Background: an optimization exercise with open tools, aiming at small area, a short achievable clock period and few clock cycles. Do not read the settings as production practice.
The RTL was checked by simulation tests, not by an equivalence proof against the original design.
Power is estimated from default activity; no workload was simulated.

## flow/design.v

```verilog
module MPQ(clk,rst,data_valid,data,cmd_valid,cmd,index,value,busy,RAM_valid,RAM_A,RAM_D,done);
input clk;
input rst;
input data_valid;
input [7:0] data;
input cmd_valid;
input [2:0] cmd;
input [7:0] index;
input [7:0] value;
output reg busy;
output reg RAM_valid;
output [7:0] RAM_A;
output [7:0] RAM_D;
output reg done;
localparam S_LOAD = 0, S_IDLE = 1, S_PRE = 2, S_R1 = 3, S_R2 = 4, S_R3 = 5, S_R4 = 6, S_WR = 7, S_RD = 8;
localparam C_BUILD = 3'd0, C_EXT = 3'd1, C_INC = 3'd2, C_INS = 3'd3, C_WR = 3'd4;
reg [8:0] st;
reg [3:0] m;       
reg [14:0] os;     
reg [3:0] wa;      
reg [7:0] valr;    
reg [7:0] rdr;     
reg [2:0] cr;      
reg       pend;    
reg       fixed;   
assign RAM_A = {4'd0, wa};
reg [7:0] wd;
reg       wf;
assign RAM_D = wf ? a0 : wd;
reg [119:0] A;
wire [7:0] a0 = A[7:0],   a1 = A[15:8],   a2 = A[23:16],  a3 = A[31:24];
wire [7:0] a4 = A[39:32], a5 = A[47:40],  a6 = A[55:48],  a7 = A[63:56];
wire [7:0] a8 = A[71:64], a9 = A[79:72],  a10 = A[87:80], a11 = A[95:88];
wire [7:0] a12 = A[103:96], a13 = A[111:104], a14 = A[119:112];
function gt8;
	input [7:0] a, b;
	reg [7:0] g, l;
	reg [3:0] g2, l2;
	reg [1:0] g4, l4;
	integer i;
	begin
		g = a & ~b;
		l = ~a & b;
		for (i = 0; i < 4; i = i + 1) begin
			g2[i] = g[2*i+1] | (~l[2*i+1] & g[2*i]);
			l2[i] = l[2*i+1] | (~g[2*i+1] & l[2*i]);
		end
		for (i = 0; i < 2; i = i + 1) begin
			g4[i] = g2[2*i+1] | (~l2[2*i+1] & g2[2*i]);
			l4[i] = l2[2*i+1] | (~g2[2*i+1] & l2[2*i]);
		end
		gt8 = g4[1] | (~l4[1] & g4[0]);
	end
endfunction
function [7:0] pick;
	input s0, s1, s2, s3, s4, s5, s6;
	input [7:0] v0, v1, v2, v3, v4, v5, v6;
	begin
		pick = ({8{s0}} & v0) | ({8{s1}} & v1) | ({8{s2}} & v2) | ({8{s3}} & v3) |
		       ({8{s4}} & v4) | ({8{s5}} & v5) | ({8{s6}} & v6);
	end
endfunction
wire r1 = st[S_R1];
wire r2 = st[S_R2];
wire r3 = st[S_R3];
wire r4 = st[S_R4];
wire en1 = r2 | r3;           
wire en0 = r3;                
wire ib  = st[S_IDLE] & ~fixed & (cmd == C_BUILD);
wire en2 = r1 | r4 | ib;      
wire r1ext = r1 & (cr == C_EXT);
reg [6:0] lok, rok;
always @(*) begin
	case (m)
		4'd0:  begin lok = 7'b0000000; rok = 7'b0000000; end
		4'd1:  begin lok = 7'b0000001; rok = 7'b0000000; end
		4'd2:  begin lok = 7'b0000001; rok = 7'b0000001; end
		4'd3:  begin lok = 7'b0000011; rok = 7'b0000001; end
		4'd4:  begin lok = 7'b0000011; rok = 7'b0000011; end
		4'd5:  begin lok = 7'b0000111; rok = 7'b0000011; end
		4'd6:  begin lok = 7'b0000111; rok = 7'b0000111; end
		4'd7:  begin lok = 7'b0001111; rok = 7'b0000111; end
		4'd8:  begin lok = 7'b0001111; rok = 7'b0001111; end
		4'd9:  begin lok = 7'b0011111; rok = 7'b0001111; end
		4'd10: begin lok = 7'b0011111; rok = 7'b0011111; end
		4'd11: begin lok = 7'b0111111; rok = 7'b0011111; end
		4'd12: begin lok = 7'b0111111; rok = 7'b0111111; end
		4'd13: begin lok = 7'b1111111; rok = 7'b0111111; end
		default: begin lok = 7'b1111111; rok = 7'b1111111; end
	endcase
end
wire c10 = gt8(a1, a0), c20 = gt8(a2, a0), c21 = gt8(a2, a1);
wire c31 = gt8(a3, a1), c41 = gt8(a4, a1), c43 = gt8(a4, a3);
wire c30 = gt8(a3, a0), c40 = gt8(a4, a0);
wire c52 = gt8(a5, a2), c62 = gt8(a6, a2), c65 = gt8(a6, a5);
wire c50 = gt8(a5, a0), c60 = gt8(a6, a0);
wire c73 = gt8(a7, a3),   c83 = gt8(a8, a3),    c87 = gt8(a8, a7);
wire c94 = gt8(a9, a4),   c104 = gt8(a10, a4),  c109 = gt8(a10, a9);
wire c115 = gt8(a11, a5), c125 = gt8(a12, a5),  c1211 = gt8(a12, a11);
wire c136 = gt8(a13, a6), c146 = gt8(a14, a6),  c1413 = gt8(a14, a13);
wire sl0 = en0 & lok[0] & c10 & ~c21;
wire sr0 = en0 & rok[0] & c20 & c21;
wire sl1 = en1 & lok[1] & (sl0 ? c30 : c31) & ~c43;
wire sr1 = en1 & rok[1] & (sl0 ? c40 : c41) & c43;
wire n1  = ~sl1 & ~sr1;
wire sl2 = en1 & lok[2] & (sr0 ? c50 : c52) & ~c65;
wire sr2 = en1 & rok[2] & (sr0 ? c60 : c62) & c65;
wire n2  = ~sl2 & ~sr2;
wire f3 = r1ext & os[8];
wire f4 = r1ext & os[10];
wire f5 = r1ext & os[12];
wire f6 = r1ext & os[14];
wire sl3 = en2 & lok[3] & c73 & (~c87 | f3);
wire sr3 = en2 & rok[3] & c83 & c87;
wire sl4 = en2 & lok[4] & c94 & (~c109 | f4);
wire sr4 = en2 & rok[4] & c104 & c109;
wire sl5 = en2 & lok[5] & c115 & (~c1211 | f5);
wire sr5 = en2 & rok[5] & c125 & c1211;
wire sl6 = en2 & lok[6] & c136 & (~c1413 | f6);
wire sr6 = en2 & rok[6] & c146 & c1413;
wire [7:0] n_0 = pick(~sl0 & ~sr0, sl0, sr0, 1'b0, 1'b0, 1'b0, 1'b0,
                      a0, a1, a2, 8'd0, 8'd0, 8'd0, 8'd0);
wire [7:0] n_1 = pick(sl1, sr1, n1 & sl0, n1 & ~sl0, 1'b0, 1'b0, 1'b0,
                      a3, a4, a0, a1, 8'd0, 8'd0, 8'd0);
wire [7:0] n_2 = pick(sl2, sr2, n2 & sr0, n2 & ~sr0, 1'b0, 1'b0, 1'b0,
                      a5, a6, a0, a2, 8'd0, 8'd0, 8'd0);
wire [7:0] n_3 = pick(sl1 & sl0, sl1 & ~sl0, sl3, sr3, ~sl1 & ~sl3 & ~sr3, 1'b0, 1'b0,
                      a0, a1, a7, a8, a3, 8'd0, 8'd0);
wire [7:0] n_4 = pick(sr1 & sl0, sr1 & ~sl0, sl4, sr4, ~sr1 & ~sl4 & ~sr4, 1'b0, 1'b0,
                      a0, a1, a9, a10, a4, 8'd0, 8'd0);
wire [7:0] n_5 = pick(sl2 & sr0, sl2 & ~sr0, sl5, sr5, ~sl2 & ~sl5 & ~sr5, 1'b0, 1'b0,
                      a0, a2, a11, a12, a5, 8'd0, 8'd0);
wire [7:0] n_6 = pick(sr2 & sr0, sr2 & ~sr0, sl6, sr6, ~sr2 & ~sl6 & ~sr6, 1'b0, 1'b0,
                      a0, a2, a13, a14, a6, 8'd0, 8'd0);
wire [7:0] n_7  = sl3 ? a3 : a7;
wire [7:0] n_8  = sr3 ? a3 : a8;
wire [7:0] n_9  = sl4 ? a4 : a9;
wire [7:0] n_10 = sr4 ? a4 : a10;
wire [7:0] n_11 = sl5 ? a5 : a11;
wire [7:0] n_12 = sr5 ? a5 : a12;
wire [7:0] n_13 = sl6 ? a6 : a13;
wire [7:0] n_14 = sr6 ? a6 : a14;
wire [119:0] N = {n_14, n_13, n_12, n_11, n_10, n_9, n_8, n_7, n_6, n_5, n_4, n_3, n_2, n_1, n_0};
reg [7:0] rd;
integer j;
always @(*) begin
	rd = 8'd0;
	for (j = 0; j < 15; j = j + 1)
		rd = rd | ({8{os[j]}} & A[8*j +: 8]);
end
reg [14:0] moh, ioh;
always @(*) begin
	for (j = 0; j < 15; j = j + 1) begin
		moh[j] = (m == j);
		ioh[j] = (index[3:0] == j);
	end
end
wire is_cmd = (cmd <= 3'd4);
wire issue  = is_cmd & (st[S_IDLE] | r3);
wire start  = st[S_PRE] | (r4 & pend);
wire ld     = st[S_LOAD];
wire pinc   = st[S_PRE] & (cr == C_INC);
wire wone   = ld | (start & (cr == C_INS)) | pinc | r1ext;
wire [7:0] bus = ld ? data : (r1ext ? 8'd0 : ((pinc & ~gt8(valr, rdr)) ? rdr : valr));
reg [119:0] An;
integer k;
always @(*) begin
	An = N;
	for (k = 0; k < 15; k = k + 1) begin
		if (wone && os[k])
			An[8*k +: 8] = bus;
		else if (r1ext && k == 0)
			An[8*k +: 8] = rd;
	end
end
always @(posedge clk) begin
	A[95:0] <= An[95:0];
end
always @(posedge clk or posedge rst) begin
	if (rst) A[119:96] <= 24'd0;
	else     A[119:96] <= An[119:96];
end
wire wcyc  = st[S_WR] | (r4 & pend & (cr == C_WR));
wire wlast = (wa == m);
wire skip1 = (cr == C_INC) & fixed & (|os[6:0]);
wire [8:0] nst;
assign nst[S_LOAD] = (st[S_LOAD] & ~os[11]) | (wcyc & wlast);
assign nst[S_IDLE] = (st[S_LOAD] & os[11]) | (st[S_IDLE] & ~is_cmd) | (r4 & ~pend);
assign nst[S_RD]   = (st[S_IDLE] & (cmd == C_INC)) | (r4 & pend & (cr == C_INC));
assign nst[S_PRE]  = (st[S_IDLE] & ((cmd == C_EXT) | (cmd == C_INS))) | st[S_RD];
assign nst[S_R1]   = (st[S_PRE] & ~skip1) | (r4 & pend & ((cr == C_EXT) | (cr == C_INS)));
assign nst[S_R2]   = r1 | (st[S_IDLE] & (cmd == C_BUILD)) | (st[S_PRE] & skip1) |
                     (r4 & pend & (cr == C_BUILD));
assign nst[S_R3]   = r2;
assign nst[S_R4]   = r3;
assign nst[S_WR]   = (st[S_IDLE] & (cmd == C_WR)) | (wcyc & ~wlast);
always @(posedge clk or posedge rst) begin
	if (rst) begin
		st <= 9'd1 << S_LOAD;
		os <= 15'd1;
		pend <= 1'b0;
		fixed <= 1'b0;
		busy <= 1'b1;
		RAM_valid <= 1'b0;
		done <= 1'b0;
		wf <= 1'b0;
	end else begin
		wf <= issue & (cmd == C_WR);
		st <= nst;
		busy <= ~(nst[S_IDLE] | nst[S_R3]);
		done <= 1'b0;
		if (ld) begin
			os <= {os[13:0], 1'b0};
			fixed <= 1'b0;
		end
		if (r4) begin
			fixed <= 1'b1;
			pend <= 1'b0;
		end
		if (issue) begin
			if (r3) pend <= 1'b1;
			if (cmd == C_WR) RAM_valid <= 1'b1;
			case (cmd)
				C_EXT:   os <= moh;
				C_INC:   os <= ioh;
				C_INS:   os <= {moh[13:0], 1'b0};
				default: os <= 15'd2;
			endcase
		end
		if (wcyc) begin
			if (wlast) begin
				RAM_valid <= 1'b0;
				done <= 1'b1;
				os <= 15'd1;
			end else
				os <= {os[13:0], 1'b0};
		end
	end
end
always @(posedge clk) begin
	if (ld && os[11]) m <= 4'd11;
	rdr <= rd;
	if (issue) begin
		cr <= cmd;
		valr <= value;
		if (cmd == C_WR) wa <= 4'd0;
	end
	if (start) begin
		if (cr == C_INS) m <= m + 4'd1;
		if (cr == C_EXT) m <= m - 4'd1;
	end
	if (wcyc && !wlast) begin
		wa <= wa + 4'd1;
		wd <= rd;
	end
end
endmodule
```

## flow/run.sh

```bash
#!/bin/bash
# synth_recipe.tcl (not shown) runs the flow's synth.tcl, then flattens the netlist and writes it again
# the make line also repeats each setting of config.mk as NAME=value (left out here)
make -C /OpenROAD-flow-scripts/flow DESIGN_CONFIG=/design/flow/config.mk WORK_HOME=/design/flow/orfs CLKGATE_MAP_FILE= SYNTH_SCRIPT=/design/flow/synth_recipe.tcl finish
```

## flow/config.mk

```make
export PLATFORM = sky130hd
export DESIGN_NAME = MPQ
export DESIGN_NICKNAME = MPQ
export VERILOG_FILES = /design/flow/design.v
export SDC_FILE = /design/flow/constraint.sdc
export NUM_CORES = 4
export LEC_CHECK = 0
export CAP_MARGIN = 20
export CORE_MARGIN = 2
export CORE_UTILIZATION = 30
export PLACE_DENSITY = 0.5
export SETUP_SLACK_MARGIN = 4.0
export SLEW_MARGIN = 20
```

## flow/constraint.sdc

```tcl
create_clock -name core_clock -period 7.0 [get_ports {clk}]
set_input_delay 1.4000 -clock core_clock [delete_from_list [all_inputs] [get_ports {clk}]]
set_output_delay 1.4000 -clock core_clock [all_outputs]
set_load 0.01 [all_outputs]
```

==> qor.yml, run 1 <==
synth:
  ys_top_cells_by_count: "nand2_1, a21oi_1, nor2_1"
  yosysWarnings: 1
  async_reset_ff_share_pct: 27.3
  postSynthAreaPerCell_um2: 8.49
  synthMostInstantiatedCell: "nand2_1"
  synth-simple-area-share_pct: 17.8
  synth_flop_cell: "dfxtp_1"
  synthesis.area_mm2: 0.0136
  synth_top_area_share_pct: 13.9
  synth-edff-count: 63
  ys_seq_area_share_pct: 35.8
  synthTopCellsByArea: "edfxtp_1, dfxtp_1, dfrtp_1"
  synth_top_family_by_area: "compound AO/OA/AOI/OAI gates"
  synth.distinct_cells: 90
  post-synth-top-area-cell: "edfxtp_1"
  synth_cells: 1601
  synth-seq-cells: 198
  synthMuxAreaShare_pct: 3.38
  synth-adder-area-share_pct: 5.28
  synth-xor-area-share_pct: 0.451
  synth-compound-area-share_pct: 30.1
detailed_routing:
  firstDrtPassIters: 10
  ant_nets: 0
  viasPerCell: 6.26
  drc: 0
  drtIter0Drc: 1908
  num_vias: 14000
  post_drt_wl_per_cell_um: 26.9
  routed_wl_mm: 60.1
worst_setup_path:
  reg2reg_depth: 10
  crit_arrival_ns: 1.65
  worstSetupPathType: "flop to output port"
  critPathLaunchType: "flop"
  critPathLaunch: "wf"
  endpoint_kind: "output port"
  critPathRequiredTime_ns: 5.60
  r2r-start: "A[53]"
  cp_max_fo: 6
layout:
  syn_to_final_growth_pct: 19.0
  num_antenna_cells: 0
  fin_cells: 2235
  stdcell_area_mm2: 0.0162
  drive_above_1_share_pct: 19.3
  fin_util_pct: 35.9
  fin_nets: 1659
  n_fill_cell: 4666
run:
  cap_violations: 0
placed_design:
  dpl.cell_count: 2123
  gp_congestion: 0.961
  io_buffers: 39
  pre_cts_ws_ns: 2.14
  dpl.hpwl_mm: 40.3
  placed_area_mm2: 0.0144
sta:
  setup_violations: 0
  clock.fmax_mhz: 328
  fin_crit_sh_pct: 43.5
  hold_ws_ns: 0.418
  min_period_ns: 3.05
  finalClockSkew_ns: 0.0169
  rsz0062_at_grt: "yes"
  maxSlewViolCount: 0
  tightest_slew_ns: 0.808
  finalSetupTns_ns: 0
  relSlewSlack_pct: 46.0
  hold_viol: 0
  timing.final.ws_setup_ns: 3.95
pwr:
  p_leak_nw: 6.02
  peakVddDrop_mv: 0.227
  power_mw: 9.10
  cellPowerDensity_mw_per_mm2: 563
clocking:
  htree_num_levels: 4
  insertion_delay_ns: 0.48
  cts-hold-fix-buffers: 0
  cts-root-buf: "clkbuf_16"
  numCtsBuffers: 17
  cts_tree: "yes"
  cts_buffer_depth: 2
  cts.sinks: 198
  path_clk_slew_ns: 0.08
global_routing:
  grt_use_total_pct: 25.0
  grt_use_met2_pct: 38.7
  antenna_found_initial: 0
  grt_max_degree: 55
  use_met3_pct: 5.74
  met1_usage_pct: 33.7
  grt_pass1_wl_mm: 88.0
  grt-ovfl-total: 0
  grt_pass1_vias: 13000
  busiest_layer: "met2"
die:
  core_mm2: 0.0451
  io_pins: 50
  initial_core_util_pct: 30.2
  dieArea_mm2: 0.0470
  placementRows: 78
  die_y_um: 217
  die_x_um: 217
min_path:
  hold_depth: 0
  min_from: "st[4]"
  worst_hold_path_type: "flop to flop"
run_status:
  status: "complete, no violations"
==> state kept, by name, summed over array words and instances (netlist names) <==
signal     flops
wd             8
fixed          1
A            120
wf             1
cr             3
os            15
RAM_valid      1
valr           8
done           1
pend           1
st             9
rdr            8
rok            7
wa             4
m              3
busy           1
lok            7
==> placed cells by master, fill, tap and decap left out, drive strengths merged, types with 7 or more instances in the layout <==
cell           Yosys  routed
a211o             20      20
a21o               8       8
a21oi            113     113
a221o             24      24
a221oi            71      71
a222oi            13      13
a22o              10      10
a22oi             94      94
a31oi             11      11
a32oi             20      20
and2              16      17
and3              13      13
buf               44     105
clkbuf            96      18
clkdlybuf4s50      0      28
dfrtp             51      51
dfxtp             81      81
edfxtp            63      63
inv               96     106
maj3              64      64
mux2              15      15
mux2i             29      29
nand2            139     139
nand2b            44      44
nand3             51      51
nand4             11      11
nor2             102     102
nor2b             41      41
nor3              12      12
nor3b              7       7
nor4               8       8
o211ai            14      15
o21ai             84      84
o221ai             8       8
o22ai             34      34
o31ai              7       7
or2               10      10
==> worst paths after layout <==
check / slack [ns] / to
setup / recovery: 3.95 / RAM_D[6]
setup reg to reg: 4.04 / A[45]
hold reg to reg: 0.42 / st[5]
min in group asynchronous: 1.47 / A[106]
max in group asynchronous: 4.96 / st[5]
hold / removal: 0.42 / st[5]
==> cells by family (layout without fill, tap and decap cells) <==
kind of cell	Yosys count	after routing
simple gates	473	474
mux	44	44
compound gates	569	570
buf+inv	239	268
flops	198	198
xor+xnor	7	7
fa+ha+maj	70	70
other cells	1	4
==> layer usage <==
layer / share of wire (%) / wire length, um / vias to the layer above
li1: - / - / 6112
met5: 0 / 0 / -
met2: 44 / 26400 / 919
met1: 40 / 24200 / 6799
met4: 4.4 / 2670 / 0
met3: 11 / 6710 / 170
==> cell type report <==
| class | instances | area (um^2) | share of cell area [%] |
|---|---|---|---|
| clock buffers | 18 | 450 | 2.78 |
| flip-flops and latches | 198 | 4970 | 30.7 |
| clock inverters | 14 | 126 | 0.781 |
| inverters | 99 | 384 | 2.37 |
| repair buffers | 137 | 1300 | 8.02 |
| well taps | 600 | 751 | 4.64 |
| multi-input cells | 1169 | 8200 | 50.7 |
==> critical path, cell delays in order, from the launching register on <==
cell and delay, ns:
dfrtp_2 0.45, buf_6 0.13, buf_4 0.10, mux2_2 0.36, buf_6 0.13
==> report_power, final <==
| part | switching (mW) | total (mW) | internal, mW |
|---|---|---|---|
| sequential | 1.24 | 3.11 | 1.86 |
| clock | 0.517 | 1.01 | 0.494 |
| combinational | 2.95 | 4.98 | 2.04 |
| total | 4.71 | 9.10 | 4.39 |
==> timing repair <==
action,in CTS,in global routing
hold endpoints to repair,0,0
resized for setup,141,84
setup endpoints to repair,194,130
pin swaps,15,28
gates cloned,2,0
setup buffers,49,29
Testbench counts, summed over its fixed seeds: cycles 12,661.
==> run 2, diff against run 1 <==
--- a/flow/design.v
+++ b/flow/design.v
@@ -187,6 +187,10 @@
 assign nst[S_LOAD] = (st[S_LOAD] & ~os[11]) | (wcyc & wlast);
 assign nst[S_IDLE] = (st[S_LOAD] & os[11]) | (st[S_IDLE] & ~is_cmd) | (r4 & ~pend);
-assign nst[S_RD]   = (st[S_IDLE] & (cmd == C_INC)) | (r4 & pend & (cr == C_INC));
-assign nst[S_PRE]  = (st[S_IDLE] & ((cmd == C_EXT) | (cmd == C_INS))) | st[S_RD];
+wire moved = |(os[6:3] & {sl6 | sr6, sl5 | sr5, sl4 | sr4, sl3 | sr3}) |
+             |(os[14:7] & {sr6, sl6, sr5, sl5, sr4, sl4, sr3, sl3});
+wire pinc4 = r4 & pend & (cr == C_INC);
+assign nst[S_RD]   = (st[S_IDLE] & (cmd == C_INC)) | (pinc4 & moved);
+assign nst[S_PRE]  = (st[S_IDLE] & ((cmd == C_EXT) | (cmd == C_INS))) | st[S_RD] |
+                     (pinc4 & ~moved);
 assign nst[S_R1]   = (st[S_PRE] & ~skip1) | (r4 & pend & ((cr == C_EXT) | (cr == C_INS)));
 assign nst[S_R2]   = r1 | (st[S_IDLE] & (cmd == C_BUILD)) | (st[S_PRE] & skip1) |
==> run 2 against run 1 <==
Still clean. Sequential cell count stayed put. Via count increased by 1.9%. Die area rose by 2.9%. Synthesized area up 3.0%. Combinational power up 5.2%. Design area is 2.9% higher. Maximum frequency fell by 2.0%. Sequential share of layout area fell by 1.0 points. Non-clock buffer count decreased by 2. Core utilization about the same. Critical path type unchanged.
==> qor.yml, run 2 <==
worst_setup_path:
  worstSetupPathType: "flop to output port"
  crit_path_top_delay_cell: "dfrtp_2"
  critPathLaunchType: "flop"
  cpPeakStageDelay_ns: 0.43  # -0.02 ns
  crit_top_cell: "buf_6"
  critPathRequiredTime_ns: 5.60  # about the same
  r2r_setup_slack_ns: 3.97  # -0.07 ns
  crit_arrival_ns: 1.71  # +0.06 ns
  cp_max_fo: 4  # -2
  crit_chain: "buf_12 > buf_6 > buf_6 > mux2_4 > buf_6"
  crit_buf_inv: 4  # +1
  cpLargestDelayFamily: "buffers and inverters"
  endpoint_kind: "output port"
sta:
  setup_violations: 0  # unchanged
  clock.fmax_mhz: 322  # -2.0%
  fin_crit_sh_pct: 44.4  # +0.91 points
  finalSetupTns_ns: 0  # unchanged
  finalClockSkew_ns: 0.0160  # -0.000904 ns
  maxSlewViolCount: 0  # unchanged
  min_period_ns: 3.11  # +0.0634 ns
  tightest_slew_ns: 0.791  # -0.0172 ns
  rsz0062_at_grt: "yes"
  hold_viol: 0  # unchanged
  relSlewSlack_pct: 47.3  # +1.3 points
die:
  io_pins: 50  # unchanged
  core_mm2: 0.0464  # +2.8%
  die_x_um: 220  # +1.4%
  die_y_um: 220  # +1.4%
  dieArea_mm2: 0.0484  # +2.9%
  placementRows: 79  # +1.3%
  initial_core_util_pct: 30.2  # +0.043 points
min_path:
  worst_hold_path_type: "flop to flop"
layout:
  fin_nets: 1709  # +3.0%
  final_cell_mix: "nand2_1, o21ai_0, inv_1, a22oi_1, nor2_1"
  top_regs: "A (120), os (15), st (9)"
  fin_cells: 2292  # +2.6%
  syn_to_final_growth_pct: 18.9  # about the same
  num_antenna_cells: 0  # unchanged
  seqCellArea_mm2: 0.00494  # -0.53%
  largest-register: "A"
  n_fill_cell: 4702  # +0.77%
  final_common_cell: "nand2_1"
  drive_above_1_share_pct: 19.2  # -0.038 points
  largest_reg_flops: 120  # unchanged
  multi_input_area_mm2: 0.00847  # +3.3%
synth:
  synthMostInstantiatedCell: "nand2_1"
  synthMuxAreaShare_pct: 3.97  # +0.59 points
  synth_top_area_share_pct: 13.5  # -0.40 points
  synth_flop_cell: "dfxtp_1"
  synth-edff-count: 63  # unchanged
  post-synth-top-area-cell: "edfxtp_1"
  yosysWarnings: 1  # unchanged
  ys_top_cells_by_count: "nand2_1, o21ai_0, inv_1"
  synth-simple-area-share_pct: 17.2  # -0.58 points
  synth_top_family_by_area: "compound AO/OA/AOI/OAI gates"
  ys_seq_area_share_pct: 34.8  # -1.0 points
  synth-adder-area-share_pct: 6.68  # +1.4 points
  synth-seq-cells: 198  # unchanged
  synth_cells: 1654  # +3.3%
  synth.distinct_cells: 96  # +6.7%
  synthesis.area_mm2: 0.0140  # +3.0%
  synth-xor-area-share_pct: 0.438  # -0.013 points
  postSynthAreaPerCell_um2: 8.47  # -0.34%
  async_reset_ff_share_pct: 27.3  # unchanged
  synth-compound-area-share_pct: 29.0  # -1.1 points
  synthTopCellsByArea: "edfxtp_1, dfxtp_1, dfrtp_1"
global_routing:
  grt_pass1_vias: 13500  # +3.9%
  grt_use_total_pct: 25.3  # +0.31 points
  grt_pass1_wl_mm: 89.9  # +2.1%
  grt_max_degree: 55  # unchanged
  grt-ovfl-total: 0  # unchanged
  antenna_found_initial: 1  # +1
placed_design:
  dpl.cell_count: 2188  # +3.1%
  dpl.hpwl_mm: 41.4  # +2.9%
  io_buffers: 39  # unchanged
  gp_congestion: 0.962  # +0.15%
pwr:
  cellPowerDensity_mw_per_mm2: 576  # +2.4%
  peakVddDrop_mv: 0.275  # +21%
  p_leak_nw: 6.32  # +5.0%
detailed_routing:
  post_drt_wl_per_cell_um: 27.0  # +0.49%
  viasPerCell: 6.22  # -0.65%
  num_vias: 14300  # +1.9%
  firstDrtPassIters: 6  # -4
  drc: 0  # unchanged
  routed_wl_mm: 61.9  # +3.1%
  drtIter0Drc: 1970  # +3.2%
  ant_nets: 0  # unchanged
clocking:
  path_clk_slew_ns: 0.08  # about the same
  insertion_delay_ns: 0.50  # +0.02 ns
  cts-root-buf: "clkbuf_16"
  numCtsBuffers: 17  # unchanged
  cts_tree: "yes"
  cts.sinks: 198  # unchanged
  cts-hold-fix-buffers: 0  # unchanged
  cts_buffer_depth: 2  # unchanged
  htree_num_levels: 4  # unchanged
run:
  cap_violations: 0  # unchanged
run_status:
  status: "complete, no violations"
## run 2: cell count changes in the layout (fill, tap and decap cells not counted), moves of 11 or more
| cell | change |
|---|---|
| o21ai_0 | +49 |
| nand2_1 | +48 |
| a21oi_1 | -44 |
| nor2_1 | -30 |
| inv_1 | +23 |
| nand3_1 | -18 |
| a211o_1 | -17 |
| nor3_1 | +14 |
| a221oi_1 | -13 |
| a22oi_1 | +11 |
| maj3_2 | +11 |
## run 2: repair_timing
action	in CTS	in global routing
endpoints found under the setup margin	184	128
gates cloned	1	1
pin swaps	15	14
setup buffers	41	29
resized for setup	124	99
## run 2: worst paths after layout
check	end	start	cells past startpoint
setup / recovery	RAM_D[5]	wf	5
hold / removal	st[2]	st[8]	1
setup reg to reg	st[2]	A[81]	10
hold reg to reg	st[2]	st[8]	1
max in group asynchronous	wf	rst	3
min in group asynchronous	A[111]	rst	3
## run 2: power breakdown
group | total (mW) | internal (mW) | switching, mW
Combinational | 5.24 | 2.17 | 3.06
Clock | 1.13 | 0.587 | 0.545
Sequential | 3.22 | 1.87 | 1.35
## run 2: worst register-to-register path, delay by kind of cell (launching register included)
kind / cells / cell delay, ns
buffers and inverters: 2 / 0.25
AOI/OAI and AO/OA: 4 / 1.16
DFF: 1 / 0.59
and+or+nand+nor: 2 / 0.22
adders and majority gates: 2 / 0.70
## run 2: logic make-up after synthesis
kind of cell	Yosys count
and+or+nand+nor	484
xor gates and xnor gates	7
adders and majority gates	90
buffers and inverters	260
DFF	198
AOI/OAI and AO/OA	561
other	1
muxes	53
## run 2: area by class of cell
cell class	count	area share (%)
clock inverter	15	1.41
inverter	120	2.73
sequential	198	29.7
clock buffer	17	2.55
timing repair buffer	135	8.22
multi-input combinational	1200	50.9
tap	607	4.56
## run 2: routing by layer
metal  share of wire [%]  track usage [%]
met4                 5.2             13.1
met1                  41             33.5
met3                 9.6             5.37
met5                   0                0
met2                  44             38.8
## run 2: stage by stage
| step | utilization [%] | power [mW] | worst slack (ns) | cell area [um^2] | hold slack (ns) |
|---|---|---|---|---|---|
| after floorplan | - | 5.84 | 3.81 | 14100 | 0.367 |
| after global placement | 32.0 | 7.59 | 1.72 | 14800 | 0.437 |
| after detailed placement | 32.0 | 7.64 | 1.72 | 14800 | 0.447 |
| after CTS | 34.7 | 9.11 | 3.88 | 16100 | 0.475 |
| after global routing | 35.9 | 10.0 | 3.86 | 16700 | 0.489 |
| final | 35.9 | 9.59 | 3.89 | 16700 | 0.482 |
Testbench counts of run 2, summed over its fixed seeds: cycles 12,171.
==> run 3, diff against run 2 <==
--- a/flow/design.v
+++ b/flow/design.v
@@ -11,5 +11,5 @@
 output reg RAM_valid;
 output [7:0] RAM_A;
-output [7:0] RAM_D;
+output reg [7:0] RAM_D;
 output reg done;
 localparam S_LOAD = 0, S_IDLE = 1, S_PRE = 2, S_R1 = 3, S_R2 = 4, S_R3 = 5, S_R4 = 6, S_WR = 7, S_RD = 8;
@@ -25,7 +25,4 @@
 reg       fixed;   
 assign RAM_A = {4'd0, wa};
-reg [7:0] wd;
-reg       wf;
-assign RAM_D = wf ? a0 : wd;
 reg [119:0] A;
 wire [7:0] a0 = A[7:0],   a1 = A[15:8],   a2 = A[23:16],  a3 = A[31:24];
@@ -208,7 +205,5 @@
 		RAM_valid <= 1'b0;
 		done <= 1'b0;
-		wf <= 1'b0;
 	end else begin
-		wf <= issue & (cmd == C_WR);
 		st <= nst;
 		busy <= ~(nst[S_IDLE] | nst[S_R3]);
@@ -248,5 +243,8 @@
 		cr <= cmd;
 		valr <= value;
-		if (cmd == C_WR) wa <= 4'd0;
+		if (cmd == C_WR) begin
+			wa <= 4'd0;
+			RAM_D <= n_0;    
+		end
 	end
 	if (start) begin
@@ -256,5 +254,5 @@
 	if (wcyc && !wlast) begin
 		wa <= wa + 4'd1;
-		wd <= rd;
+		RAM_D <= rd;
 	end
 end
==> run 3 against run 2 <==
Final cell count grew 0.44%. Hold slack gained 0.0057 ns. Die area up 0.40%. Maximum frequency increased by 2.6%. Setup slack gained 0.078 ns. Non-clock buffer count decreased by 5. Still clean on timing, DRC and antenna. Global-route usage decreased by 0.26 points. Design area shrank 1.3%. Combinational power grew 5.9%. Via count up 1.3%. Core utilization shrank 0.46 points.
==> qor.yml, run 3 <==
die:
  io_pins: 50  # unchanged
  placementRows: 79  # unchanged
  core_mm2: 0.0464  # unchanged
  die_y_um: 220  # +0.20%
  dieArea_mm2: 0.0486  # +0.40%
  die_x_um: 220  # +0.20%
  initial_core_util_pct: 30.3  # +0.12 points
worst_setup_path:
  cp_max_fo: 12  # +8
  crit_chain: "nor2b_1 > maj3_2 > or4_1 > o22ai_4 > nor2b_4 > buf_12 > a22oi_1 > o21ai_1 > nor2_1 > a21oi_1"
  cpPeakStageDelay_ns: 0.56  # +0.13 ns
  worstSetupPathType: "flop to flop"
  crit_arrival_ns: 3.29  # +1.58 ns
  critPathRequiredTime_ns: 7.26  # +1.66 ns
  endpoint_kind: "flop"
  crit_path_top_delay_cell: "dfxtp_2"
  critPathLaunchType: "flop"
layout:
  largest-register: "A"
  num_antenna_cells: 0  # unchanged
  stdcell_area_mm2: 0.0164  # -1.3%
  top_regs: "A (120), os (15), st (9)"
  largest_reg_flops: 120  # unchanged
  drive_above_1_share_pct: 18.4  # -0.82 points
  fin_util_pct: 35.5  # -0.46 points
  final_common_cell: "nand2_1"
  fin_nets: 1719  # +0.59%
  final_cell_mix: "nand2_1, nor2_1, a22oi_1, a21oi_1, inv_1"
  syn_to_final_growth_pct: 16.9
sta:
  clock.fmax_mhz: 330  # +2.6%
  tightest_slew_ns: 0.852  # +0.0605 ns
  maxSlewViolCount: 0  # unchanged
  finalSetupTns_ns: 0  # unchanged
  relSlewSlack_pct: 43.2  # -4.0 points
  fin_crit_sh_pct: 43.3  # -1.1 points
  min_period_ns: 3.03  # -0.0784 ns
  hold_ws_ns: 0.488  # +0.00574 ns
  setup_violations: 0  # unchanged
  rsz0062_at_grt: "yes"
  timing.final.ws_setup_ns: 3.97  # +0.0784 ns
  hold_viol: 0  # unchanged
  finalClockSkew_ns: 0.0177  # +0.00168 ns
detailed_routing:
  viasPerCell: 6.28  # +0.85%
  post_drt_wl_per_cell_um: 27.0  # -0.18%
  drc: 0  # unchanged
  wl_met1_mm: 25.3  # -0.53%
  firstDrtPassIters: 8  # +2
  drtIter0Drc: 2142  # +8.7%
  ant_nets: 0  # unchanged
  met2WireLength_mm: 27.3  # about the same
  topRoutingLayerUsed: "met5"
  routed_wl_mm: 62.1  # +0.26%
  num_vias: 14400  # +1.3%
  dr_wl_met3_mm: 6.85  # +16%
pwr:
  p_leak_nw: 6.06  # -4.2%
  cellPowerDensity_mw_per_mm2: 601  # +4.3%
  peakVddDrop_mv: 0.274  # -0.43%
clocking:
  cts_tree: "yes"
  numCtsBuffers: 17  # unchanged
  cts.sinks: 197  # -0.51%
  cts_buffer_depth: 2  # unchanged
  htree_num_levels: 4  # unchanged
  cts-root-buf: "clkbuf_16"
  cts-hold-fix-buffers: 0  # unchanged
  insertion_delay_ns: 0.48  # -0.02 ns
  path_clk_slew_ns: 0.08  # about the same
synth:
  synth_flop_cell: "dfxtp_1"
  synthTopCellsByArea: "edfxtp_1, dfxtp_1, dfrtp_1"
  post-synth-top-area-cell: "edfxtp_1"
  synth-edff-count: 63  # unchanged
  synthMostInstantiatedCell: "nand2_1"
  synth_cells: 1685  # +1.9%
  async_reset_ff_share_pct: 26.9  # -0.37 points
  synth-seq-cells: 197  # -0.51%
  postSynthAreaPerCell_um2: 8.34  # -1.4%
  yosysWarnings: 1  # unchanged
  synth_top_area_share_pct: 13.5  # -0.054 points
  ys_seq_area_share_pct: 34.5  # -0.32 points
  ys_top_cells_by_count: "nand2_1, nor2_1, a22oi_1"
  synthesis.area_mm2: 0.0141  # +0.40%
  synth.distinct_cells: 98  # +2.1%
global_routing:
  grt-ovfl-total: 0  # unchanged
  grt_pass1_vias: 13200  # -1.7%
  grt_use_total_pct: 25.1  # -0.26 points
  grt_max_degree: 54  # -1.8%
  antenna_found_initial: 1  # unchanged
  grt_pass1_wl_mm: 89.5  # -0.40%
run_status:
  status: "complete, no violations"
placed_design:
  placed_area_mm2: 0.0148  # -0.43%
  gp_congestion: 0.988  # +2.7%
  io_buffers: 39  # unchanged
  dpl.hpwl_mm: 41.4  # -0.21%
  pre_cts_ws_ns: 2.13  # +0.414 ns
run:
  cap_violations: 0  # unchanged
min_path:
  worst_hold_path_type: "flop to flop"
[run 3: cell count changes in the layout (fill, tap and decap cells not counted), moves of 11 or more]
cell	delta
a21oi_1	+52
a22oi_1	+15
and2_1	+11
buf_6	-14
maj3_1	-17
mux2i_1	-12
nand2_1	-42
nand2b_1	-16
nor2_1	+61
o21ai_0	-44
o22ai_1	-14
[run 3: cell families (layout without fill, tap and decap cells)]
logic type / after synthesis / count (layout) / share of synthesized area (%)
DFF: 197 / 197 / 34.5
buffers and inverters: 265 / 272 / 8.42
xor gates and xnor gates: 7 / 7 / 0.436
other: 1 / 4 / 0.0267
and+or+nand+nor: 509 / 509 / 18.2
AOI/OAI and AO/OA: 610 / 610 / 31.4
adders and majority gates: 75 / 75 / 5.56
muxes: 21 / 21 / 1.51
[run 3: area by class of cell]
type                            count  area (um^2)
Inverter                          110          427
Sequential cell                   197         4920
Timing Repair Buffer              130         1270
Clock buffer                       22          485
Tap cell                          607          759
Multi-Input combinational cell   1226         8490
Fill cell                        4712        29900
Clock inverter                     10         78.8
[run 3: worst max-delay path, delay by kind of cell, from the launching register on]
kind,cells,cell delay (ns)
compound gates,4,0.79
fa+ha+maj,1,0.32
simple gates,4,0.99
buf+inv,1,0.15
flops,1,0.56
[run 3: final timing paths]
kind,start,end,slack [ns],cells past startpoint
worst max-delay path,A[12],RAM_D[4],3.97,10
worst min-delay path,st[8],st[2],0.49,1
worst max register to register,A[12],RAM_D[4],3.97,10
worst min register to register,st[8],st[2],0.49,1
max in group asynchronous,rst,A[104],5.02,3
min in group asynchronous,rst,A[116],1.46,3
[run 3: through the flow]
stage / power [mW] / std cells
2_1_floorplan: 6.18 / 1688
3_3_place_gp: 7.96 / 2200
3_5_place_dp: 8.01 / 2200
4_1_cts: 9.29 / 2264
5_1_grt: 10.3 / 2302
6_report: 9.87 / 2302
[run 3: metal layers]
| layer | up-vias | GRT usage, % |
|---|---|---|
| met1 | 7032 | 33.6 |
| met2 | 941 | 38.3 |
| li1 | 6304 | - |
| met5 | - | 0 |
| met4 | 2 | 10.1 |
| met3 | 169 | 6.60 |
[run 3: what timing repair did]
action | CTS | global route
resized for setup | 85 | 106
buffers inserted | 32 | 37
cloned | 0 | 1
endpoints found under the setup margin | 185 | 166
pin swaps | 15 | 23
[run 3: where the power goes]
| group | internal (mW) | leakage [nW] | total, mW | switching [mW] |
|---|---|---|---|---|
| clock | 0.504 | 0.285 | 0.995 | 0.491 |
| sequential | 1.87 | 1.93 | 3.33 | 1.46 |
| combinational | 2.32 | 3.85 | 5.55 | 3.22 |
| total | 4.70 | 6.06 | 9.87 | 5.17 |
Testbench counts of run 3, summed over its fixed seeds: cycles 12,171.
==> run 4, diff against run 3 <==
--- a/flow/design.v
+++ b/flow/design.v
@@ -11,5 +11,5 @@
 output reg RAM_valid;
 output [7:0] RAM_A;
-output reg [7:0] RAM_D;
+output reg [7:0] RAM_D;    
 output reg done;
 localparam S_LOAD = 0, S_IDLE = 1, S_PRE = 2, S_R1 = 3, S_R2 = 4, S_R3 = 5, S_R4 = 6, S_WR = 7, S_RD = 8;
@@ -20,8 +20,8 @@
 reg [3:0] wa;      
 reg [7:0] valr;    
-reg [7:0] rdr;     
 reg [2:0] cr;      
 reg       pend;    
 reg       fixed;   
+reg       xw;      
 assign RAM_A = {4'd0, wa};
 reg [119:0] A;
@@ -67,4 +67,5 @@
 wire en2 = r1 | r4 | ib;      
 wire r1ext = r1 & (cr == C_EXT);
+wire x0 = r1ext | (r2 & xw);
 reg [6:0] lok, rok;
 always @(*) begin
@@ -98,8 +99,10 @@
 wire sl0 = en0 & lok[0] & c10 & ~c21;
 wire sr0 = en0 & rok[0] & c20 & c21;
-wire sl1 = en1 & lok[1] & (sl0 ? c30 : c31) & ~c43;
+wire f1 = r2 & xw & os[4];
+wire f2 = r2 & xw & os[6];
+wire sl1 = en1 & lok[1] & (sl0 ? c30 : c31) & (~c43 | f1);
 wire sr1 = en1 & rok[1] & (sl0 ? c40 : c41) & c43;
 wire n1  = ~sl1 & ~sr1;
-wire sl2 = en1 & lok[2] & (sr0 ? c50 : c52) & ~c65;
+wire sl2 = en1 & lok[2] & (sr0 ? c50 : c52) & (~c65 | f2);
 wire sr2 = en1 & rok[2] & (sr0 ? c60 : c62) & c65;
 wire n2  = ~sl2 & ~sr2;
@@ -158,6 +161,6 @@
 wire ld     = st[S_LOAD];
 wire pinc   = st[S_PRE] & (cr == C_INC);
-wire wone   = ld | (start & (cr == C_INS)) | pinc | r1ext;
-wire [7:0] bus = ld ? data : (r1ext ? 8'd0 : ((pinc & ~gt8(valr, rdr)) ? rdr : valr));
+wire wone   = ld | (start & (cr == C_INS)) | pinc | x0;
+wire [7:0] bus = ld ? data : (x0 ? 8'd0 : ((pinc & ~gt8(valr, RAM_D)) ? RAM_D : valr));
 reg [119:0] An;
 integer k;
@@ -167,5 +170,5 @@
 		if (wone && os[k])
 			An[8*k +: 8] = bus;
-		else if (r1ext && k == 0)
+		else if (x0 && k == 0)
 			An[8*k +: 8] = rd;
 	end
@@ -180,5 +183,5 @@
 wire wcyc  = st[S_WR] | (r4 & pend & (cr == C_WR));
 wire wlast = (wa == m);
-wire skip1 = (cr == C_INC) & fixed & (|os[6:0]);
+wire skip1 = fixed & (((cr == C_INC) & (|os[6:0])) | (cr == C_EXT));
 wire [8:0] nst;
 assign nst[S_LOAD] = (st[S_LOAD] & ~os[11]) | (wcyc & wlast);
@@ -190,7 +193,7 @@
 assign nst[S_PRE]  = (st[S_IDLE] & ((cmd == C_EXT) | (cmd == C_INS))) | st[S_RD] |
                      (pinc4 & ~moved);
-assign nst[S_R1]   = (st[S_PRE] & ~skip1) | (r4 & pend & ((cr == C_EXT) | (cr == C_INS)));
+assign nst[S_R1]   = (st[S_PRE] & ~skip1) | (r4 & pend & (cr == C_INS));
 assign nst[S_R2]   = r1 | (st[S_IDLE] & (cmd == C_BUILD)) | (st[S_PRE] & skip1) |
-                     (r4 & pend & (cr == C_BUILD));
+                     (r4 & pend & ((cr == C_BUILD) | (cr == C_EXT)));
 assign nst[S_R3]   = r2;
 assign nst[S_R4]   = r3;
@@ -202,4 +205,5 @@
 		pend <= 1'b0;
 		fixed <= 1'b0;
+		xw <= 1'b0;
 		busy <= 1'b1;
 		RAM_valid <= 1'b0;
@@ -207,4 +211,5 @@
 	end else begin
 		st <= nst;
+		xw <= (cr == C_EXT) & ((st[S_PRE] & skip1) | (r4 & pend));
 		busy <= ~(nst[S_IDLE] | nst[S_R3]);
 		done <= 1'b0;
@@ -239,12 +244,10 @@
 always @(posedge clk) begin
 	if (ld && os[11]) m <= 4'd11;
-	rdr <= rd;
+	if (issue && cmd == C_WR) RAM_D <= n_0;
+	else                      RAM_D <= rd;
 	if (issue) begin
 		cr <= cmd;
 		valr <= value;
-		if (cmd == C_WR) begin
-			wa <= 4'd0;
-			RAM_D <= n_0;    
-		end
+		if (cmd == C_WR) wa <= 4'd0;
 	end
 	if (start) begin
@@ -252,8 +255,5 @@
 		if (cr == C_EXT) m <= m - 4'd1;
 	end
-	if (wcyc && !wlast) begin
-		wa <= wa + 4'd1;
-		RAM_D <= rd;
-	end
+	if (wcyc && !wlast) wa <= wa + 4'd1;
 end
 endmodule
==> run 4 against run 3 <==
Sequential share of layout area down 1.4 points. Setup slack got worse by 0.082 ns. Global-route usage is 0.17 points higher. Largest cell class unchanged.
==> qor.yml, run 4 <==
sta:
  min_period_ns: 3.11  # +0.0823 ns
  finalSetupTns_ns: 0  # unchanged
  tightest_slew_ns: 0.923  # +0.0716 ns
  hold_ws_ns: 0.444  # -0.0442 ns
  rsz0062_at_grt: "yes"
  setup_violations: 0  # unchanged
  clock.fmax_mhz: 321  # -2.6%
  timing.final.ws_setup_ns: 3.89  # -0.0823 ns
  maxSlewViolCount: 0  # unchanged
  finalClockSkew_ns: 0.0159  # -0.00178 ns
  fin_crit_sh_pct: 44.5  # +1.2 points
  relSlewSlack_pct: 38.5  # -4.8 points
  hold_viol: 0  # unchanged
clocking:
  cts_buffer_depth: 2  # unchanged
  cts-root-buf: "clkbuf_16"
  htree_num_levels: 4  # unchanged
  path_clk_slew_ns: 0.08  # about the same
  cts-hold-fix-buffers: 0  # unchanged
  insertion_delay_ns: 0.48  # about the same
  cts.sinks: 190  # -3.6%
  numCtsBuffers: 17  # unchanged
  cts_tree: "yes"
global_routing:
  grt-ovfl-total: 0  # unchanged
  grt_max_degree: 55  # +1.9%
  antenna_found_initial: 1  # unchanged
  grt_use_total_pct: 25.2  # +0.17 points
  grt_pass1_wl_mm: 89.4  # -0.13%
  grt_pass1_vias: 13200  # -0.20%
detailed_routing:
  firstDrtPassIters: 6  # -2
  drtIter0Drc: 1756  # -18%
  viasPerCell: 6.29  # +0.24%
  ant_nets: 0  # unchanged
  post_drt_wl_per_cell_um: 26.7  # -1.1%
  drc: 0  # unchanged
  routed_wl_mm: 61.8  # -0.39%
  num_vias: 14600  # +0.94%
synth:
  synth_flop_cell: "dfxtp_1"
  yosysWarnings: 1  # unchanged
  async_reset_ff_share_pct: 28.4  # +1.5 points
  synth-seq-cells: 190  # -3.6%
  synthesis.area_mm2: 0.0138  # -1.5%
  ys_seq_area_share_pct: 33.4  # -1.0 points
  synth_top_area_share_pct: 11.9  # -1.5 points
  ys_top_cells_by_count: "nand2_1, a21oi_1, o21ai_0"
  postSynthAreaPerCell_um2: 8.14  # -2.5%
  synthTopCellsByArea: "edfxtp_1, dfxtp_1, dfrtp_1"
  synth_cells: 1702  # +1.0%
  post-synth-top-area-cell: "edfxtp_1"
  synthMostInstantiatedCell: "nand2_1"
  synth.distinct_cells: 95  # -3.1%
  synth-edff-count: 55  # -13%
placed_design:
  placed_area_mm2: 0.0147  # about the same
  io_buffers: 39  # unchanged
  gp_congestion: 0.983  # -0.45%
  dpl.hpwl_mm: 41.3  # -0.12%
  dpl.cell_count: 2223  # +1.0%
  pre_cts_ws_ns: 2.09  # -0.0444 ns
worst_setup_path:
  cpPeakStageDelay_ns: 0.72  # +0.16 ns
  reg2reg_to: "A[23]"
  reg2reg_depth: 9  # -1
  crit_top_cell: "buf_12"
  crit_chain: "buf_12 > nor4_4 > a211o_4 > buf_12 > and3_1 > o21ai_2 > nor3b_1 > a2111oi_4 > nand3_2 > a22o_1"
  r2r_setup_slack_ns: 3.97  # about the same
  endpoint_kind: "flop"
  r2r-start: "A[51]"
  critPathRequiredTime_ns: 7.41  # +0.15 ns
  crit_path_top_delay_cell: "nor3b_1"
  critPathLaunchType: "primary input"
  cp_max_fo: 5  # -7
  crit_arrival_ns: 3.52  # +0.23 ns
  crit_buf_inv: 2  # +1
  cpLargestDelayFamily: "simple AND/OR/NAND/NOR gates"
  worstSetupPathType: "primary input to flop"
pwr:
  p_leak_nw: 6.11  # +0.88%
  power_mw: 8.65  # -12%
  cellPowerDensity_mw_per_mm2: 527  # -12%
  peakVddDrop_mv: 0.206  # -25%
min_path:
  hold-path-endpoint: "st[2]"
  min_from: "st[8]"
  hold_depth: 2  # +1
  worst_hold_path_type: "flop to flop"
layout:
  fin_cells: 2318  # +0.70%
  fin_util_pct: 36.1  # +0.61 points
  syn_to_final_growth_pct: 18.4
  largest-register: "A"
  drive_above_1_share_pct: 18.0  # -0.36 points
  largest_reg_flops: 120  # unchanged
  final_cell_mix: "nand2_1, o21ai_0, a21oi_1, inv_1, a22oi_1"
  final_common_cell: "nand2_1"
  n_fill_cell: 4743  # +0.66%
  top_regs: "A (120), os (15), st (9)"
  num_antenna_cells: 0  # unchanged
  stdcell_area_mm2: 0.0164  # -0.21%
  fin_nets: 1742  # +1.3%
die:
  io_pins: 50  # unchanged
  placementRows: 78  # -1.3%
  core_mm2: 0.0455  # -1.9%
  die_x_um: 219  # -0.74%
  initial_core_util_pct: 30.5  # +0.12 points
  dieArea_mm2: 0.0479  # -1.5%
  die_y_um: 219  # -0.74%
run:
  cap_violations: 0  # unchanged
run_status:
  status: "complete, no violations"
[run 4: cell types whose count changed after synthesis, moves of 11 or more]
cell / change
mux2_2: +12
clkbuf_1: +11
o21ai_0: +20
a22oi_1: -25
a221o_1: +15
nand2_1: +35
a221oi_1: -17
nor2_1: -45
[run 4: worst max-delay path by stage]
| stage | from | endpoint | slack (ns) | cells past startpoint |
|---|---|---|---|---|
| after floorplan | cmd[0] | st[2] | 3.78 | 9 |
| after global placement | cmd[1] | st[2] | 2.10 | 9 |
| after detailed placement | cmd[1] | st[2] | 2.09 | 9 |
| after CTS | cmd[2] | st[8] | 3.85 | 10 |
| after global routing | A[103] | st[2] | 3.88 | 10 |
| final | cmd[2] | st[8] | 3.89 | 10 |
[run 4: area by class of cell]
class	count	area (um^2)	share of cell area (%)
Inverter	106	410	2.50
Sequential cell	190	4690	28.6
Multi-Input combinational cell	1260	8710	53.1
Clock inverter	15	193	1.17
Clock buffer	17	425	2.59
Tap cell	600	751	4.58
Timing Repair Buffer	130	1230	7.48
[run 4: metal layers]
metal | vias up | part of all wire (%) | global-route usage [%]
met4 | 2 | 5.2 | 11.9
li1 | 6412 | - | -
met3 | 201 | 10 | 5.45
met1 | 7116 | 41 | 34.1
met2 | 853 | 44 | 38.2
met5 | - | 0.021 | 0
[run 4: report_power, final]
part | leakage, nW | total (mW) | internal, mW | switching (mW)
combinational | 3.93 | 4.74 | 1.89 | 2.85
clock | 0.299 | 1.04 | 0.490 | 0.549
sequential | 1.88 | 2.87 | 1.69 | 1.18
total | 6.11 | 8.65 | 4.07 | 4.58
[run 4: timing repair]
| action | CTS | global route |
|---|---|---|
| gates resized for setup | 90 | 83 |
| cloned | 2 | 3 |
| endpoints found under the setup margin | 201 | 108 |
| buffers inserted | 27 | 31 |
| pin swaps | 18 | 32 |
[run 4: logic make-up (layout without fill, tap and decap cells)]
| logic type | after synthesis | count (layout) | synth area share, % |
|---|---|---|---|
| adder cells (fa/ha/maj) | 69 | 69 | 5.21 |
| AND/OR/NAND/NOR | 509 | 509 | 18.4 |
| flip-flops | 190 | 190 | 33.4 |
| multiplexers | 33 | 33 | 2.51 |
| buffers and inverters | 258 | 268 | 7.65 |
| XOR/XNOR | 7 | 7 | 0.443 |
| other | 1 | 4 | 0.0271 |
| AO/OA/AOI/OAI | 635 | 638 | 32.4 |
[run 4: worst min-delay path, delay by kind of cell (launching register included)]
kind	cells	cell delay [ns]
compound gates	2	0.09
flops	1	0.33
Testbench counts of run 4, summed over its fixed seeds: cycles 11,648.
==> run 5, diff against run 4 <==
--- a/flow/config.mk
+++ b/flow/config.mk
@@ -10,4 +10,4 @@
 export CORE_UTILIZATION = 30
 export PLACE_DENSITY = 0.5
-export SETUP_SLACK_MARGIN = 4.0
+export SETUP_SLACK_MARGIN = 4.2
 export SLEW_MARGIN = 20
==> run 5 against run 4 <==
Final cell count is 1.6% higher. Largest cell class unchanged. Setup slack better by 0.059 ns. Sequential share of layout area is 0.97 points lower. Global-route usage is 0.22 points higher. Non-clock buffer count is 35 higher. Total power is 3.2% higher. Largest power group unchanged. Maximum frequency is 1.9% higher. Synthesized cell count stayed put. Still clean on timing, DRC and antenna. Combinational power is 4% higher. Synthesized area stayed put. Count of clock-buffer cells in the layout stayed put.
==> qor.yml, run 5 <==
run_status:
  status: "complete, no violations"
worst_setup_path:
  endpoint_kind: "flop"
  crit_path_top_delay_cell: "a211o_4"
  crit_chain: "buf_12 > nor4_4 > a211o_4 > buf_6 > o211ai_1 > a2111oi_4 > buf_4 > a222oi_1 > and4_4 > nand3_4 > a22o_1"
  cp_max_fo: 6  # +1
  critPathRequiredTime_ns: 7.38  # -0.03 ns
  crit_buf_inv: 3  # +1
  crit_arrival_ns: 3.43  # -0.09 ns
  cpPeakStageDelay_ns: 0.42  # -0.30 ns
  cpLargestDelayFamily: "compound AO/OA/AOI/OAI gates"
  critPathLaunchType: "primary input"
  worstSetupPathType: "primary input to flop"
layout:
  fin_util_pct: 37.6  # +1.6 points
  num_antenna_cells: 0  # unchanged
  drive_above_1_share_pct: 22.8  # +4.7 points
  n_fill_cell: 4689  # -1.1%
  largest-register: "A"
  final_cell_mix: "nand2_1, a21oi_1, o21ai_0, inv_1, buf_4"
  final_common_cell: "nand2_1"
  syn_to_final_growth_pct: 23.6
  top_regs: "A (120), os (15), st (9)"
  largest_reg_flops: 120  # unchanged
  fin_nets: 1779  # +2.1%
  fin_cells: 2355  # +1.6%
  stdcell_area_mm2: 0.0171  # +4.3%
synth:
  synth_flop_cell: "dfxtp_1"
  synth.distinct_cells: 95  # unchanged
  postSynthAreaPerCell_um2: 8.14  # unchanged
  synthMostInstantiatedCell: "nand2_1"
  yosysWarnings: 1  # unchanged
  synth_top_area_share_pct: 11.9  # unchanged
  post-synth-top-area-cell: "edfxtp_1"
  synthesis.area_mm2: 0.0138  # unchanged
  async_reset_ff_share_pct: 28.4  # unchanged
  ys_top_cells_by_count: "nand2_1, a21oi_1, o21ai_0"
  synth-seq-cells: 190  # unchanged
  synthTopCellsByArea: "edfxtp_1, dfxtp_1, dfrtp_1"
  synth_cells: 1702  # unchanged
  ys_seq_area_share_pct: 33.4  # unchanged
  synth-edff-count: 55  # unchanged
clocking:
  insertion_delay_ns: 0.50  # +0.02 ns
  cts_tree: "yes"
  cts-root-buf: "clkbuf_16"
  cts-hold-fix-buffers: 0  # unchanged
  path_clk_slew_ns: 0.08  # about the same
  htree_num_levels: 4  # unchanged
  cts_buffer_depth: 2  # unchanged
  numCtsBuffers: 17  # unchanged
  cts.sinks: 190  # unchanged
sta:
  finalSetupTns_ns: 0  # unchanged
  maxSlewViolCount: 0  # unchanged
  rsz0062_at_grt: "yes"
  hold_viol: 0  # unchanged
  min_period_ns: 3.05  # -0.0594 ns
  tightest_slew_ns: 1.06  # +0.136 ns
  fin_crit_sh_pct: 43.6  # -0.85 points
  setup_violations: 0  # unchanged
  hold_ws_ns: 0.481  # +0.0366 ns
  clock.fmax_mhz: 328  # +1.9%
  timing.final.ws_setup_ns: 3.95  # +0.0594 ns
  finalClockSkew_ns: 0.0212  # +0.00529 ns
  relSlewSlack_pct: 29.4  # -9.0 points
die:
  core_mm2: 0.0455  # unchanged
  die_y_um: 219  # unchanged
  io_pins: 50  # unchanged
  placementRows: 78  # unchanged
  initial_core_util_pct: 30.5  # unchanged
  dieArea_mm2: 0.0479  # unchanged
  die_x_um: 219  # unchanged
placed_design:
  gp_congestion: 0.938  # -4.6%
  dpl.cell_count: 2216  # -0.31%
  pre_cts_ws_ns: 2.05  # -0.0395 ns
  dpl.hpwl_mm: 40.3  # -2.4%
  placed_area_mm2: 0.0148  # +0.14%
  io_buffers: 39  # unchanged
pwr:
  peakVddDrop_mv: 0.233  # +13%
  p_leak_nw: 6.48  # +6.0%
  power_mw: 8.92  # +3.2%
  cellPowerDensity_mw_per_mm2: 521  # -1.1%
detailed_routing:
  routed_wl_mm: 62.1  # +0.54%
  ant_nets: 0  # unchanged
  drtIter0Drc: 1996  # +14%
  viasPerCell: 6.29  # about the same
  drc: 0  # unchanged
  post_drt_wl_per_cell_um: 26.4  # -1.0%
  firstDrtPassIters: 9  # +3
  num_vias: 14800  # +1.6%
global_routing:
  antenna_found_initial: 3  # +2
  grt_pass1_vias: 13800  # +4.3%
  grt_use_total_pct: 25.5  # +0.22 points
  grt_pass1_wl_mm: 90.6  # +1.3%
  grt-ovfl-total: 0  # unchanged
  grt_max_degree: 55  # unchanged
min_path:
  worst_hold_path_type: "flop to flop"
run:
  cap_violations: 0  # unchanged
[run 5: cell counts after synthesis]
No cell type changed its count.
[run 5: timing repair]
action	CTS	global route
resized for setup	165	108
endpoints found under the hold margin	0	0
pin swaps	31	50
setup endpoints to repair	222	165
setup buffers	49	49
cloned	3	6
[run 5: final timing paths]
kind,startpoint,to,slack (ns),cells past startpoint
max in group asynchronous,rst,A[112],5.04,3
min in group asynchronous,rst,A[99],1.44,3
setup / recovery,cmd[1],st[8],3.95,11
hold / removal,st[8],st[2],0.48,2
hold reg to reg,st[8],st[2],0.48,2
setup reg to reg,A[29],st[8],4.03,9
[run 5: layout make-up]
cell class	instances	area, um^2	area share (%)
Timing Repair Buffer	165	1580	9.21
Sequential cell	190	4730	27.6
Inverter	106	418	2.44
Tap cell	600	751	4.39
Multi-Input combinational cell	1262	9000	52.6
Clock buffer	17	425	2.49
Clock inverter	15	211	1.24
[run 5: power by group]
part / leakage, nW / internal, mW / switching, mW
clock network: 0.304 / 0.524 / 0.551
registers: 1.88 / 1.71 / 1.23
logic: 4.30 / 2.01 / 2.89
total: 6.48 / 4.25 / 4.68
[run 5: routing by layer]
metal | share of wire, % | global-route usage [%] | wire length, um
met5 | 0.018 | 0 | 11
met4 | 5.1 | 12.9 | 3190
met3 | 10 | 5.68 | 6270
met2 | 43 | 37.4 | 26500
met1 | 42 | 34.9 | 26200
[run 5: cell families (layout without fill, tap and decap cells)]
| family | count (synthesis) | after routing | synth area share, % |
|---|---|---|---|
| DFF | 190 | 190 | 33.4 |
| xor gates and xnor gates | 7 | 7 | 0.443 |
| adders and majority gates | 69 | 69 | 5.21 |
| and+or+nand+nor | 509 | 509 | 18.4 |
| AOI/OAI and AO/OA | 635 | 640 | 32.4 |
| muxes | 33 | 33 | 2.51 |
| buffers and inverters | 258 | 303 | 7.65 |
| other | 1 | 4 | 0.0271 |
[run 5: worst min-delay path, cell delays in order, from the launching register on]
cell,delay (ns)
dfrtp_1,0.34
a21oi_1,0.07
o41ai_4,0.05
==> run 6, diff against run 5 <==
--- a/flow/config.mk
+++ b/flow/config.mk
@@ -8,6 +8,6 @@
 export CAP_MARGIN = 20
 export CORE_MARGIN = 2
-export CORE_UTILIZATION = 30
-export PLACE_DENSITY = 0.5
-export SETUP_SLACK_MARGIN = 4.2
+export CORE_UTILIZATION = 40
+export PLACE_DENSITY = 0.65
+export SETUP_SLACK_MARGIN = 4.0
 export SLEW_MARGIN = 20
==> run 6 against run 5 <==
Synthesized area unchanged. Design area down 5.8%. Maximum frequency down 0.65%. Sequential cell count unchanged. Non-clock buffer count down 43. Critical path type unchanged. Critical endpoint is now A[26]. Largest cell class unchanged. Largest power group unchanged.
==> qor.yml, run 6 <==
run_status:
  status: "complete, no violations"
placed_design:
  dpl.cell_count: 2068  # -6.7%
  io_buffers: 39  # unchanged
  dpl.hpwl_mm: 37.2  # -7.8%
  gp_congestion: 1.01  # +7.2%
sta:
  setup_violations: 0  # unchanged
  rsz0062_at_grt: "yes"
  min_period_ns: 3.07  # +0.0200 ns
  relSlewSlack_pct: 48.0  # +19 points
  fin_crit_sh_pct: 43.9  # +0.29 points
  tightest_slew_ns: 0.779  # -0.279 ns
  finalClockSkew_ns: 0.0141  # -0.00706 ns
  finalSetupTns_ns: 0  # unchanged
  clock.fmax_mhz: 325  # -0.65%
  hold_viol: 0  # unchanged
  maxSlewViolCount: 0  # unchanged
clocking:
  htree_num_levels: 4  # unchanged
  cts.sinks: 190  # unchanged
  cts_buffer_depth: 2  # unchanged
  insertion_delay_ns: 0.47  # -0.03 ns
  cts-root-buf: "clkbuf_16"
  numCtsBuffers: 17  # unchanged
  cts_tree: "yes"
  path_clk_slew_ns: 0.09  # about the same
global_routing:
  grt_max_degree: 55  # unchanged
  antenna_found_initial: 0  # -3
  grt_pass1_wl_mm: 83.2  # -8.1%
  grt-ovfl-total: 0  # unchanged
  grt_use_total_pct: 30.3  # +4.9 points
  grt_pass1_vias: 13400  # -2.7%
die:
  dieArea_mm2: 0.0361  # -25%
  io_pins: 50  # unchanged
  initial_core_util_pct: 40.4  # +9.9 points
  core_mm2: 0.0343  # -25%
  die_y_um: 190  # -13%
  placementRows: 68  # -13%
  die_x_um: 190  # -13%
pwr:
  cellPowerDensity_mw_per_mm2: 530  # +1.7%
  p_leak_nw: 6.06  # -6.4%
  power_mw: 8.55  # -4.2%
  peakVddDrop_mv: 0.238  # +2.3%
detailed_routing:
  dr_wl_met3_mm: 6.75  # +7.6%
  drtIter0Drc: 2516  # +26%
  ant_nets: 0  # unchanged
  post_drt_wl_per_cell_um: 26.3  # -0.28%
  met2WireLength_mm: 24.3  # -8.2%
  wl_met1_mm: 22.5  # -14%
  firstDrtPassIters: 9  # unchanged
  num_vias: 14800  # +0.10%
  topRoutingLayerUsed: "met5"
  viasPerCell: 6.85  # +8.9%
  drc: 0  # unchanged
  routed_wl_mm: 57.0  # -8.3%
synth:
  yosysWarnings: 1  # unchanged
  synthesis.area_mm2: 0.0138  # unchanged
  synth-edff-count: 55  # unchanged
  synthMostInstantiatedCell: "nand2_1"
  synth_top_area_share_pct: 11.9  # unchanged
  ys_seq_area_share_pct: 33.4  # unchanged
  synth-seq-cells: 190  # unchanged
  synth_flop_cell: "dfxtp_1"
  post-synth-top-area-cell: "edfxtp_1"
  synthTopCellsByArea: "edfxtp_1, dfxtp_1, dfrtp_1"
  async_reset_ff_share_pct: 28.4  # unchanged
  postSynthAreaPerCell_um2: 8.14  # unchanged
  synth.distinct_cells: 95  # unchanged
  synth_cells: 1702  # unchanged
  ys_top_cells_by_count: "nand2_1, a21oi_1, o21ai_0"
worst_setup_path:
  critPathLaunchType: "primary input"
  critPathRequiredTime_ns: 7.34  # -0.04 ns
  endpoint_kind: "flop"
  worstSetupPathType: "primary input to flop"
  cp_max_fo: 6  # unchanged
  crit_arrival_ns: 3.41  # -0.02 ns
layout:
  largest_reg_flops: 120  # unchanged
  fin_nets: 1734  # -2.5%
  final_cell_mix: "nand2_1, o21ai_0, a21oi_1, inv_1, a22oi_1"
  n_fill_cell: 3237  # -31%
  syn_to_final_growth_pct: 16.4
  seqCellArea_mm2: 0.00471  # -0.48%
  fin_cells: 2165  # -8.1%
  final_common_cell: "nand2_1"
  multi_input_area_mm2: 0.00867  # -3.8%
  num_antenna_cells: 0  # unchanged
  largest-register: "A"
  fin_util_pct: 47.0  # +9.4 points
  drive_above_1_share_pct: 17.8  # -5.0 points
  top_regs: "A (120), os (15), st (9)"
run:
  cap_violations: 0  # unchanged
min_path:
  worst_hold_path_type: "flop to flop"
[run 6: cell type report]
type | count | share of cell area [%]
Inverter | 106 | 2.58
Timing Repair Buffer | 122 | 7.08
Tap cell | 455 | 3.53
Sequential cell | 190 | 29.2
Clock buffer | 17 | 2.64
Multi-Input combinational cell | 1260 | 53.8
Clock inverter | 15 | 1.22
[run 6: kinds of logic (layout without fill, tap and decap cells)]
kind of cell	count (synthesis)	in the layout	share of synthesized area, %
buffers and inverters	258	260	7.65
adders and majority gates	69	69	5.21
AOI/OAI and AO/OA	635	638	32.4
DFF	190	190	33.4
muxes	33	33	2.51
xor gates and xnor gates	7	7	0.443
other	1	4	0.0271
and+or+nand+nor	509	509	18.4
[run 6: worst max-delay path, cell delays in order]
cell and delay, ns:
buf_8 0.08, nor4_4 0.04, a211o_4 0.41, buf_12 0.16, o211ai_1 0.14, a2111oi_4 0.07
buf_4 0.19, buf_6 0.13, a221o_1 0.34, a221o_1 0.26, a21oi_1 0.11, a21oi_1 0.06
[run 6: final timing paths]
kind                            slack [ns]        end   start  cells past startpoint
max in group asynchronous             5.02     A[112]     rst                      3
min in group asynchronous             1.45  RAM_valid     rst                      3
worst max register to register        3.98      A[23]   A[43]                      9
worst max-delay path                  3.93      A[26]  cmd[0]                     12
worst min register to register        0.45      st[2]   st[8]                      2
worst min-delay path                  0.45      st[2]   st[8]                      2
[run 6: power breakdown]
group / total, mW / switching, mW / internal [mW]
Clock: 1.06 / 0.564 / 0.498
Sequential: 2.96 / 1.27 / 1.70
Combinational: 4.52 / 2.66 / 1.86
[run 6: timing repair]
action | in CTS | in global routing
pin swaps | 27 | 23
hold endpoints to repair | 0 | 0
hold buffers | 0 | 0
buffers inserted | 32 | 29
resized for setup | 104 | 74
setup endpoints to repair | 205 | 127
gates cloned | 2 | 2
[run 6: layer usage]
metal  vias to the layer above  track usage [%]
li1                       6398                -
met1                      7115             40.6
met2                      1070             44.7
met3                       248             7.25
met4                         2             17.1
met5                         -                0
[run 6: stage by stage]
step / area (um^2) / hold WS, ns / setup slack (ns)
floorplan: 13900 / 0.411 / 3.78
global placement: 14400 / 0.428 / 2.20
detailed placement: 14400 / 0.431 / 2.12
CTS: 15600 / 0.452 / 3.91
global route: 16100 / 0.482 / 3.90
finish: 16100 / 0.452 / 3.93

## re-timing with driven ports
The results above use ideal ports. As a check the final layouts listed here were re-extracted and re-timed, cells and wires unchanged.
Step 1 sets driving cells, clkbuf_16 on the clock port and buf_2 on the other inputs (assumed; they add their load-dependent delay and slew).
Step 2 also shifts input and output timing later by t, the mid clock arrival at the registers, as if the neighbouring blocks saw the same clock.
a / b / c = no drivers / after step 1 / after step 2; a / b = the first two.
run | t (ns) | setup slack, ns | hold WS [ns] | clock arrival spread, ns | cell pins on the clock port's net
run 1 | 0.520 | 3.955 / 3.903 / 3.536 | 0.418 / 0.418 / 0.418 | 0.019 / 0.019 | 1
run 2 | 0.548 | 3.891 / 3.832 / 3.388 | 0.482 / 0.482 / 0.482 | 0.018 / 0.017 | 1
run 3 | 0.524 | 3.969 / 3.969 / 3.525 | 0.488 / 0.488 / 0.488 | 0.018 / 0.018 | 1
run 4 | 0.527 | 3.887 / 3.895 / 3.368 | 0.444 / 0.444 / 0.444 | 0.017 / 0.018 | 1
run 5 | 0.542 | 3.947 / 3.936 / 3.393 | 0.481 / 0.481 / 0.481 | 0.021 / 0.021 | 1
run 6 | 0.519 | 3.927 / 3.929 / 3.410 | 0.452 / 0.452 / 0.452 | 0.014 / 0.014 | 1
After both steps every run listed still meets setup and hold. For run 5, which loses most, drivers alone change the setup slack by -0.011 ns; drivers and shift together by -0.554 ns.
